Background: an optimization exercise with open tools, aiming at small area. Do not read the settings as production practice.
Only the layout flow was run in this run; the RTL was not checked for function there.
Power figures rest on the tool's default switching activity, not on a simulated workload.

`run.sh`:
```
#!/bin/bash
# synth_recipe.tcl (not shown) runs the flow's synth.tcl, then flattens the netlist and writes it again
# the make line also repeats each setting of config.mk as NAME=value (left out here)
make -C /OpenROAD-flow-scripts/flow DESIGN_CONFIG=/design/flow/config.mk WORK_HOME=/design/flow/orfs CLKGATE_MAP_FILE= SYNTH_SCRIPT=/design/flow/synth_recipe.tcl finish
```
`constraint.sdc`:
```
create_clock -name core_clock -period 14.0 [get_ports {clk}]
set_input_delay 2.8000 -clock core_clock [delete_from_list [all_inputs] [get_ports {clk}]]
set_output_delay 2.8000 -clock core_clock [all_outputs]
set_load 0.01 [all_outputs]
```
`design.v`:
```
module ALU(input [31:0] a, input [31:0] b,
	input sel_add, input sel_neg, input sel_and, input sel_xor, input sel_diff,
	input sel_shr, input sel_shl, input arith,
	output [31:0] sum, output carry, output [31:0] out);
	genvar i, k;
	wire [8:0] cl;
	assign cl[0] = 1'b0;
	generate
		for (i = 0; i < 8; i = i + 1) begin : fa
			assign sum[i] = a[i] ^ b[i] ^ cl[i];
			assign cl[i+1] = (a[i] & b[i]) | (cl[i] & (a[i] ^ b[i]));
		end
	endgenerate
	wire [4:0] cb;
	assign cb[1] = cl[8];
	generate
		for (k = 1; k < 4; k = k + 1) begin : blk
			wire [8:0] c0, c1;
			wire [7:0] h0, h1;
			assign c0[0] = 1'b0;
			assign c1[0] = 1'b1;
			for (i = 0; i < 8; i = i + 1) begin : fa
				assign h0[i] = a[8*k+i] ^ b[8*k+i] ^ c0[i];
				assign c0[i+1] = (a[8*k+i] & b[8*k+i]) | (c0[i] & (a[8*k+i] ^ b[8*k+i]));
				assign h1[i] = a[8*k+i] ^ b[8*k+i] ^ c1[i];
				assign c1[i+1] = (a[8*k+i] & b[8*k+i]) | (c1[i] & (a[8*k+i] ^ b[8*k+i]));
			end
			assign sum[8*k +: 8] = (h1 & {8{cb[k]}}) | (h0 & {8{~cb[k]}});
			assign cb[k+1] = (c1[8] & cb[k]) | (c0[8] & ~cb[k]);
		end
	endgenerate
	assign carry = cb[4];
	wire [32:0] lo_or;
	assign lo_or[0] = 1'b0;
	generate
		for (i = 0; i < 32; i = i + 1) begin : ng
			assign lo_or[i+1] = lo_or[i] | b[i];
		end
	endgenerate
	wire [31:0] neg = b ^ lo_or[31:0];
	wire [31:0] x = a ^ b;
	wire [31:0] y = a & b;
	reg [4:0] idx;
	integer n;
	always @(*) begin
		idx = 5'd0;
		for (n = 31; n >= 0; n = n - 1)
			if (x[n]) idx = n;
	end
	wire none = ~|x;
	wire [31:0] diff = {{27{none}}, idx | {5{none}}};
	wire [31:0] a_rev;
	generate
		for (i = 0; i < 32; i = i + 1) begin : rv
			assign a_rev[i] = a[31-i];
		end
	endgenerate
	wire [31:0] s_in = sel_shl ? a_rev : a;
	wire fill = arith & a[31];
	wire big = |b[31:5];
	wire [31:0] s0 = b[0] ? {fill, s_in[31:1]} : s_in;
	wire [31:0] s1 = b[1] ? {{2{fill}}, s0[31:2]} : s0;
	wire [31:0] s2 = b[2] ? {{4{fill}}, s1[31:4]} : s1;
	wire [31:0] s3 = b[3] ? {{8{fill}}, s2[31:8]} : s2;
	wire [31:0] s4 = b[4] ? {{16{fill}}, s3[31:16]} : s3;
	wire [31:0] sh = big ? {32{fill}} : s4;
	wire [31:0] sh_rev;
	generate
		for (i = 0; i < 32; i = i + 1) begin : rv2
			assign sh_rev[i] = sh[31-i];
		end
	endgenerate
	assign out = ({32{sel_add}} & sum) | ({32{sel_neg}} & neg) |
		({32{sel_and}} & y) | ({32{sel_xor}} & x) | ({32{sel_diff}} & diff) |
		({32{sel_shr}} & sh) | ({32{sel_shl}} & sh_rev);
endmodule
module PC_unit(input clk, input rst, input hold, input take_rs, input take_abs,
	input take_rel, input [31:0] rs, input [25:0] target,
	output reg [31:0] pc, output [31:0] next);
	wire [32:0] ic;
	assign ic[0] = 1'b1;
	genvar i;
	generate
		for (i = 0; i < 32; i = i + 1) begin : inc
			assign next[i] = pc[i] ^ ic[i];
			assign ic[i+1] = pc[i] & ic[i];
		end
	endgenerate
	wire [31:0] rel;
	wire [21:0] c;
	assign c[0] = 1'b1;
	generate
		for (i = 0; i < 21; i = i + 1) begin : ra
			assign rel[i] = pc[i] ^ target[i] ^ c[i];
			assign c[i+1] = (pc[i] & target[i]) | (c[i] & (pc[i] ^ target[i]));
		end
	endgenerate
	wire [10:0] hi = pc[31:21];
	wire [11:0] up, dn;
	assign up[0] = 1'b1;
	assign dn[0] = 1'b1;
	generate
		for (i = 0; i < 11; i = i + 1) begin : ud
			assign up[i+1] = up[i] & hi[i];
			assign dn[i+1] = dn[i] & ~hi[i];
		end
	endgenerate
	wire [10:0] hi_p = hi ^ up[10:0];
	wire [10:0] hi_m = hi ^ dn[10:0];
	wire s = target[20];
	assign rel[31:21] = (s == c[21]) ? hi : s ? hi_m : hi_p;
	wire [31:0] absa = {next[31:26], target};
	always @(posedge clk)
		if (rst)
			pc <= 32'd0;
		else if (!hold)
			pc <= take_rs ? rs : take_abs ? absa : take_rel ? rel : next;
endmodule
module reg_file(input clk, input rst, input [4:0] rs_add, input [4:0] rt_add,
	input we, input [4:0] w_add, input [31:0] wd,
	output [31:0] rs_data, output [31:0] rt_data);
	wire [1023:0] flat;
	wire [31:0] wsel = 32'd1 << w_add;
	genvar i, j;
	generate
		for (i = 0; i < 32; i = i + 1) begin : r
			reg [31:0] q;
			always @(posedge clk)
				if (rst | (we & wsel[i]))
					q <= wd;
			assign flat[i*32 +: 32] = q;
		end
	endgenerate
	wire [31:0] rs_sel = 32'd1 << rs_add;
	wire [31:0] rt_sel = 32'd1 << rt_add;
	generate
		for (j = 0; j < 32; j = j + 1) begin : b
			wire [31:0] col;
			for (i = 0; i < 32; i = i + 1) begin : c
				assign col[i] = flat[i*32 + j];
			end
			rf_rd rd_s(.d(col), .s(rs_sel), .y(rs_data[j]));
			rf_rd rd_t(.d(col), .s(rt_sel), .y(rt_data[j]));
		end
	endgenerate
endmodule
module rf_rd(input [31:0] d, input [31:0] s, output y);
	wire [11:0] t;
	genvar i;
	generate
		for (i = 0; i < 10; i = i + 1) begin : g
			rf_aoi222 u(.a1(d[3*i]), .a2(s[3*i]), .b1(d[3*i+1]), .b2(s[3*i+1]),
				.c1(d[3*i+2]), .c2(s[3*i+2]), .y(t[i]));
		end
	endgenerate
	rf_nand2 u10(.a(d[30]), .b(s[30]), .y(t[10]));
	rf_nand2 u11(.a(d[31]), .b(s[31]), .y(t[11]));
	assign y = ~&t;
endmodule
module rf_aoi222(input a1, input a2, input b1, input b2, input c1, input c2, output y);
	assign y = ~((a1 & a2) | (b1 & b2) | (c1 & c2));
endmodule
module rf_nand2(input a, input b, output y);
	assign y = ~(a & b);
endmodule
module RISCy_CPU(input clk, input rst,
	output [11:0] imem_addr, input [31:0] imem_rdata,
	output [11:0] dmem_addr, output [31:0] dmem_wdata, output dmem_we, input [31:0] dmem_rdata);
	wire [31:0] ins = imem_rdata;
	wire [5:0] op = ins[31:26];
	wire [3:0] fn = ins[3:0];
	wire [4:0] rs_a = ins[25:21];
	wire [4:0] rt_a = ins[20:16];
	wire op_r    = ~op[4] & ~op[3];               
	wire op_imm  = op[5] & op[4];                 
	wire op_sw   = op_imm & ~op[1] & ~op[0];      
	wire op_lw   = op_imm & ~op[1] & op[0];       
	wire op_neg  = op_imm & op[1] & ~op[0];       
	wire op_addi = op_imm & op[1] & op[0];        
	wire op_halt = op[5] & ~op[4];                
	wire op_b    = ~op[5] & op[3];                
	wire op_grp  = ~op[5] & op[4];                
	wire op_br   = op_grp & (op[2:0] == 3'd0);    
	wire op_bltz = op_grp & (op[2:0] == 3'd1);    
	wire op_bz   = op_grp & (op[2:0] == 3'd2);    
	wire op_bnz  = op_grp & (op[2:0] == 3'd3);    
	wire op_call = op_grp & (op[2:0] == 3'd4);    
	wire op_bcy  = op_grp & (op[2:0] == 3'd5);    
	wire op_bncy = op_grp & (op[2:0] == 3'd6);    
	wire f_add  = (fn == 4'd1);
	wire f_neg  = (fn == 4'd2);
	wire f_and  = (fn == 4'd3);
	wire f_xor  = (fn == 4'd4);
	wire f_diff = (fn == 4'd5);
	wire f_sham = (fn == 4'd6) | (fn == 4'd7) | (fn == 4'd10);
	wire f_shl  = (fn == 4'd6) | (fn == 4'd8);
	wire f_shr  = (fn == 4'd7) | (fn == 4'd9) | (fn == 4'd10) | (fn == 4'd11);
	wire f_ari  = (fn == 4'd10) | (fn == 4'd11);
	wire [31:0] rs_d, rt_d;
	wire nr = ~rst;
	reg C;
	wire [31:0] b = op_imm ? {{16{ins[15]}}, ins[15:0]} :
	                (op_r & f_sham) ? {22'd0, ins[15:6]} : rt_d;
	wire [31:0] sum, alu_out;
	wire carry;
	ALU alu(.a(rs_d), .b(b),
		.sel_add(nr & (op_addi | (op_r & f_add))), .sel_neg(nr & (op_neg | (op_r & f_neg))),
		.sel_and(nr & op_r & f_and), .sel_xor(nr & op_r & f_xor), .sel_diff(nr & op_r & f_diff),
		.sel_shr(nr & op_r & f_shr), .sel_shl(nr & op_r & f_shl), .arith(f_ari),
		.sum(sum), .carry(carry), .out(alu_out));
	always @(posedge clk)
		if (rst) C <= 1'b0;
		else C <= carry;
	wire [31:0] pc, next;
	wire rs_zero = ~|rs_d;
	wire take_abs = op_b | op_call | (op_bcy & C) | (op_bncy & ~C);
	wire take_rel = (op_bltz & rs_d[31]) | (op_bz & rs_zero) | (op_bnz & ~rs_zero);
	PC_unit pcu(.clk(clk), .rst(rst), .hold(op_halt), .take_rs(op_br),
		.take_abs(take_abs), .take_rel(take_rel), .rs(rs_d), .target(ins[25:0]),
		.pc(pc), .next(next));
	wire we = op_r | op_neg | op_addi | op_lw | op_call;
	wire [4:0] w_add = op_lw ? rt_a : op_call ? 5'd31 : rs_a;
	wire [31:0] wd = ({32{nr & op_lw}} & dmem_rdata) | ({32{nr & op_call}} & next) | alu_out;
	reg_file rf(.clk(clk), .rst(rst), .rs_add(rs_a), .rt_add(rt_a),
		.we(we), .w_add(w_add), .wd(wd), .rs_data(rs_d), .rt_data(rt_d));
	assign imem_addr = pc[11:0];
	assign dmem_addr = sum[11:0];
	assign dmem_wdata = rt_d;
	assign dmem_we = op_sw & ~rst;
endmodule
```
`config.mk`:
```
export PLATFORM = sky130hd
export DESIGN_NAME = RISCy_CPU
export DESIGN_NICKNAME = RISCy_CPU
export VERILOG_FILES = /design/flow/design.v
export SDC_FILE = /design/flow/constraint.sdc
export NUM_CORES = 4
export LEC_CHECK = 0
export CAP_MARGIN = 20
export CORE_MARGIN = 2
export CORE_UTILIZATION = 40
export SLEW_MARGIN = 20
export SYNTH_HIERARCHICAL = 1
```
==> run_results.csv <==
group,metric,value,unit
outcome,status,"complete, no violations",
worst_setup_path,max_stage_delay,0.89,ns
clock_tree,cts-htree-levels,3,
placement,pre_cts_ws,0.887,ns
worst_setup_path,crit_slowest_cell,"sky130_fd_sc_hd__nor2_2",
clock_tree,post_cts.resized_instances,0,
finish,drive_gt1_share,14.3,%
sta,timing.final.crit_share,92.9,%
global_route,global_route.usage.total,34.5,%
floorplan,design.portCount,123,
synth,yosys_warnings,10,
routing,initialDrtViolationCount,11500,
floorplan,fp.dieArea,132000,um^2
floorplan,num_rows,131,
placement,dp_hpwl,158,mm
routing,drc,0,
synth,synth_cells,3542,
routing,vias_per_instance,7.59,
sta,grt_setup_unrepaired,"no",
clock_tree,clock_tree_from_tritoncts,"built",
worst_setup_path,setup.worst_path.start_class,"input pin",
floorplan,die_h,363,um
clock_tree,insertion_delay,0.72,ns
finish,seq_cell_area,31400,um^2
worst_setup_path,critPathMostFrequentCell,"sky130_fd_sc_hd__fa_1",
power,max_ir_drop_vdd,0.000117,V
global_route,grt_first_pass_wirelength,319,mm
synth,synth_area_per_cell,14.5,um^2
synth,netlist_area_before_placement,51500,um^2
finish,nets,4108,
floorplan,placeableCoreArea,128000,um^2
hold_path,min-delay-start,"pcu.pc[16]",
sta,skew,0.0527,ns
clock_tree,cts_hold_buffers,0,
finish,layoutNonFillerInstCount,5647,
finish,multi_input_logic_area,19800,um^2
placement,gp_congestion,1.05,
clock_tree,post_cts.repair.setup_buffers,0,
clock_tree,cts_buffer_depth,3,
placement,place_area,56600,um^2
finish,nFillCells,11000,
clock_tree,cts.reportedPaths.clkPinSlew,0.06,ns
worst_setup_path,path_cells,"clkdlybuf4s50_1 > nand2b_1 > nor2_2 > a222oi_1 > nand4_1 > or3_1 > mux2i_1 > o21ai_4 > buf_4 > fa_1 > fa_1 > inv_1 > fa_1 > fa_1 > fa_1 > fa_1 > fa_1 > mux2i_1 > clkdlybuf4s50_1",
sta,final_max_slew_viol_count,0,
routing,drt-total-wl,234,mm
clock_tree,cts_inserted_buffers,108,
worst_setup_path,critical_path_start_end_classification,"in -> out",
finish,area_delta_synth_final,16.9,%
worst_setup_path,cp.arrival,10.20,ns
finish,final_area,60100,um^2
sta,timing_hold_violations_final,0,
sta,clock.fmax,76.9,MHz
global_route,grt_pass1_vias,39200,
power,cellLeakagePower,21.0,nW
sta,tns,0,ns
routing,avgRoutedWirePerCell,41.5,um
sta,finalWorstSetupSlack,0.995,ns
routing,postRouteAntennaNets,0,
clock_tree,cts_root_buffer,"sky130_fd_sc_hd__clkbuf_16",
worst_setup_path,critical_path_peak_fanout,42,
floorplan,die_x,363,um
worst_setup_path,worst_setup_path_startpoint,"imem_rdata[19]",
placement,place.detailed.instances,5429,
job,cap_viol_max_count,0,
power,power,8.67,mW
worst_setup_path,reg2reg_from,"pcu.pc[0]",
floorplan,initial_utilization,40.3,%
worst_setup_path,top_cell_family_by_delay_on_the_critical_path,"adder cells",
sta,timing.final.crit_period,13.00,ns
worst_setup_path,cp-end-kind,"primary output",
power,power_density,144,nW/um^2
worst_setup_path,worst-path-buf-inv,4,
routing,first_pass_iters,17,
worst_setup_path,worst_ep_required_time,11.20,ns
sta,setup_violations,0,
global_route,grt_overflow,0,
placement,port_buffers,122,
clock_tree,cts.sink_count,1057,
sta,slew_headroom,19.6,%
sta,worst_pin_slew,1.21,ns
synth,syn_nets,3773,
routing,detailroute.via_count,42900,
hold_path,hold_path.class,"reg -> reg",
global_route,largest_net_degree_at_the_start_of_global_routing,57,
global_route,antenna_violations_before_repair,27,
==> sequential cells by signal, summed over array words and instances, names as in the netlist <==
register,flops
rf.r.q,1024
pcu.pc,32
C,1
==> per-layer routing <==
layer  global-route usage [%]  vias to the layer above  part of all wire (%)
li1                         -                    16700                     -
met1                     43.5                    21300                    34
met3                     11.3                      695                    15
met2                     50.8                     4119                    42
met4                     22.6                       22                   7.9
met5                    0.777                        -                  0.11
==> stage by stage <==
step / utilization, % / hold slack (ns)
final: 47.1 / 0.520
after global placement: 44.3 / 0.510
after floorplan: - / 0.492
after CTS: 47.1 / 0.524
after global routing: 47.1 / 0.554
after detailed placement: 44.3 / 0.514
==> cells in the final DEF (no fill, tap or decap), types with 9 or more instances in the layout <==
cell type                         instances
sky130_fd_sc_hd__a221oi_1                28
sky130_fd_sc_hd__ha_1                    96
sky130_fd_sc_hd__a22oi_1                 17
sky130_fd_sc_hd__clkbuf_16              110
sky130_fd_sc_hd__dfxtp_1                 33
sky130_fd_sc_hd__or3_1                   71
sky130_fd_sc_hd__nor2_1                  44
sky130_fd_sc_hd__mux2i_1                112
sky130_fd_sc_hd__o21bai_4                16
sky130_fd_sc_hd__nor2_4                  58
sky130_fd_sc_hd__a21o_1                  23
sky130_fd_sc_hd__a221o_1                 46
sky130_fd_sc_hd__a222oi_1               660
sky130_fd_sc_hd__clkdlybuf4s50_1        121
sky130_fd_sc_hd__mux4_2                  41
sky130_fd_sc_hd__a21oi_1                 53
sky130_fd_sc_hd__nor4_1                  19
sky130_fd_sc_hd__nand2_1                285
sky130_fd_sc_hd__nand3_1                 33
sky130_fd_sc_hd__bufinv_16               10
sky130_fd_sc_hd__a21o_2                  10
sky130_fd_sc_hd__nand4_1                197
sky130_fd_sc_hd__nand2b_1                19
sky130_fd_sc_hd__edfxtp_1              1024
sky130_fd_sc_hd__or4_1                    9
sky130_fd_sc_hd__nor3_1                  15
sky130_fd_sc_hd__o211ai_1                15
sky130_fd_sc_hd__clkbuf_1                18
sky130_fd_sc_hd__diode_2                 19
sky130_fd_sc_hd__nand3b_1                 9
sky130_fd_sc_hd__fa_1                    69
sky130_fd_sc_hd__o21ai_0                 67
sky130_fd_sc_hd__nor2b_1                 10
sky130_fd_sc_hd__clkinv_1                27
sky130_fd_sc_hd__and3_1                  11
sky130_fd_sc_hd__nor2_2                  13
sky130_fd_sc_hd__clkinv_2                19
sky130_fd_sc_hd__buf_4                  213
sky130_fd_sc_hd__inv_1                  117
==> where the power goes <==
| group | switching [mW] | total, mW | internal (mW) |
|---|---|---|---|
| registers | 0.169 | 4.01 | 3.84 |
| clock network | 1.25 | 2.88 | 1.62 |
| logic | 1.22 | 1.78 | 0.563 |
==> worst reg2reg max path, delay by kind of cell, from the launching register on <==
kind                     cells  cell delay [ns]
XOR/XNOR                     1             0.26
flip-flops                   1             0.39
AND/OR/NAND/NOR              1             0.09
adder cells (fa/ha/maj)     21             7.77
AO/OA/AOI/OAI                2             1.07
buffers and inverters        4             0.39
==> path summary, 6_finish.rpt <==
check	slack, ns	to	depth (start not counted)
worst max-delay path	1.0	dmem_addr[10]	19
worst min-delay path	0.52	pcu.pc[16]	2
worst max register to register	3.93	pcu.pc[26]	29
worst min register to register	0.52	pcu.pc[16]	2
==> cell type report <==
class,instances,area share [%]
diodes,19,0.0791
clock buffers,128,4.69
clock inverters,71,1.12
inverters,121,0.755
multi-input cells,2250,32.9
flip-flops and latches,1057,52.2
well taps,1662,3.46
repair buffers,339,4.81

## port drivers added, routing unchanged
In the flow no input, the clock included, has a driving cell. The finished layout below was timed again as built, in two steps. Step 1 sets driving cells, clkbuf_16 on the clock port and buf_2 on the other inputs (assumed; they add their load-dependent delay and slew). Step 2 also shifts input and output timing later by t, the mid clock arrival at the registers, as if the neighbouring blocks saw the same clock. Slacks: ideal / step 1 / step 2; pairs: ideal / step 1.
t (ns): 0.769
setup slack, ns: 0.995 / 0.969 / 0.697
worst data-port slew with drivers (ns): 0.14
After both steps setup and hold are still met in this run. For this run, drivers alone change the setup slack by -0.026 ns; drivers and shift together by -0.298 ns.
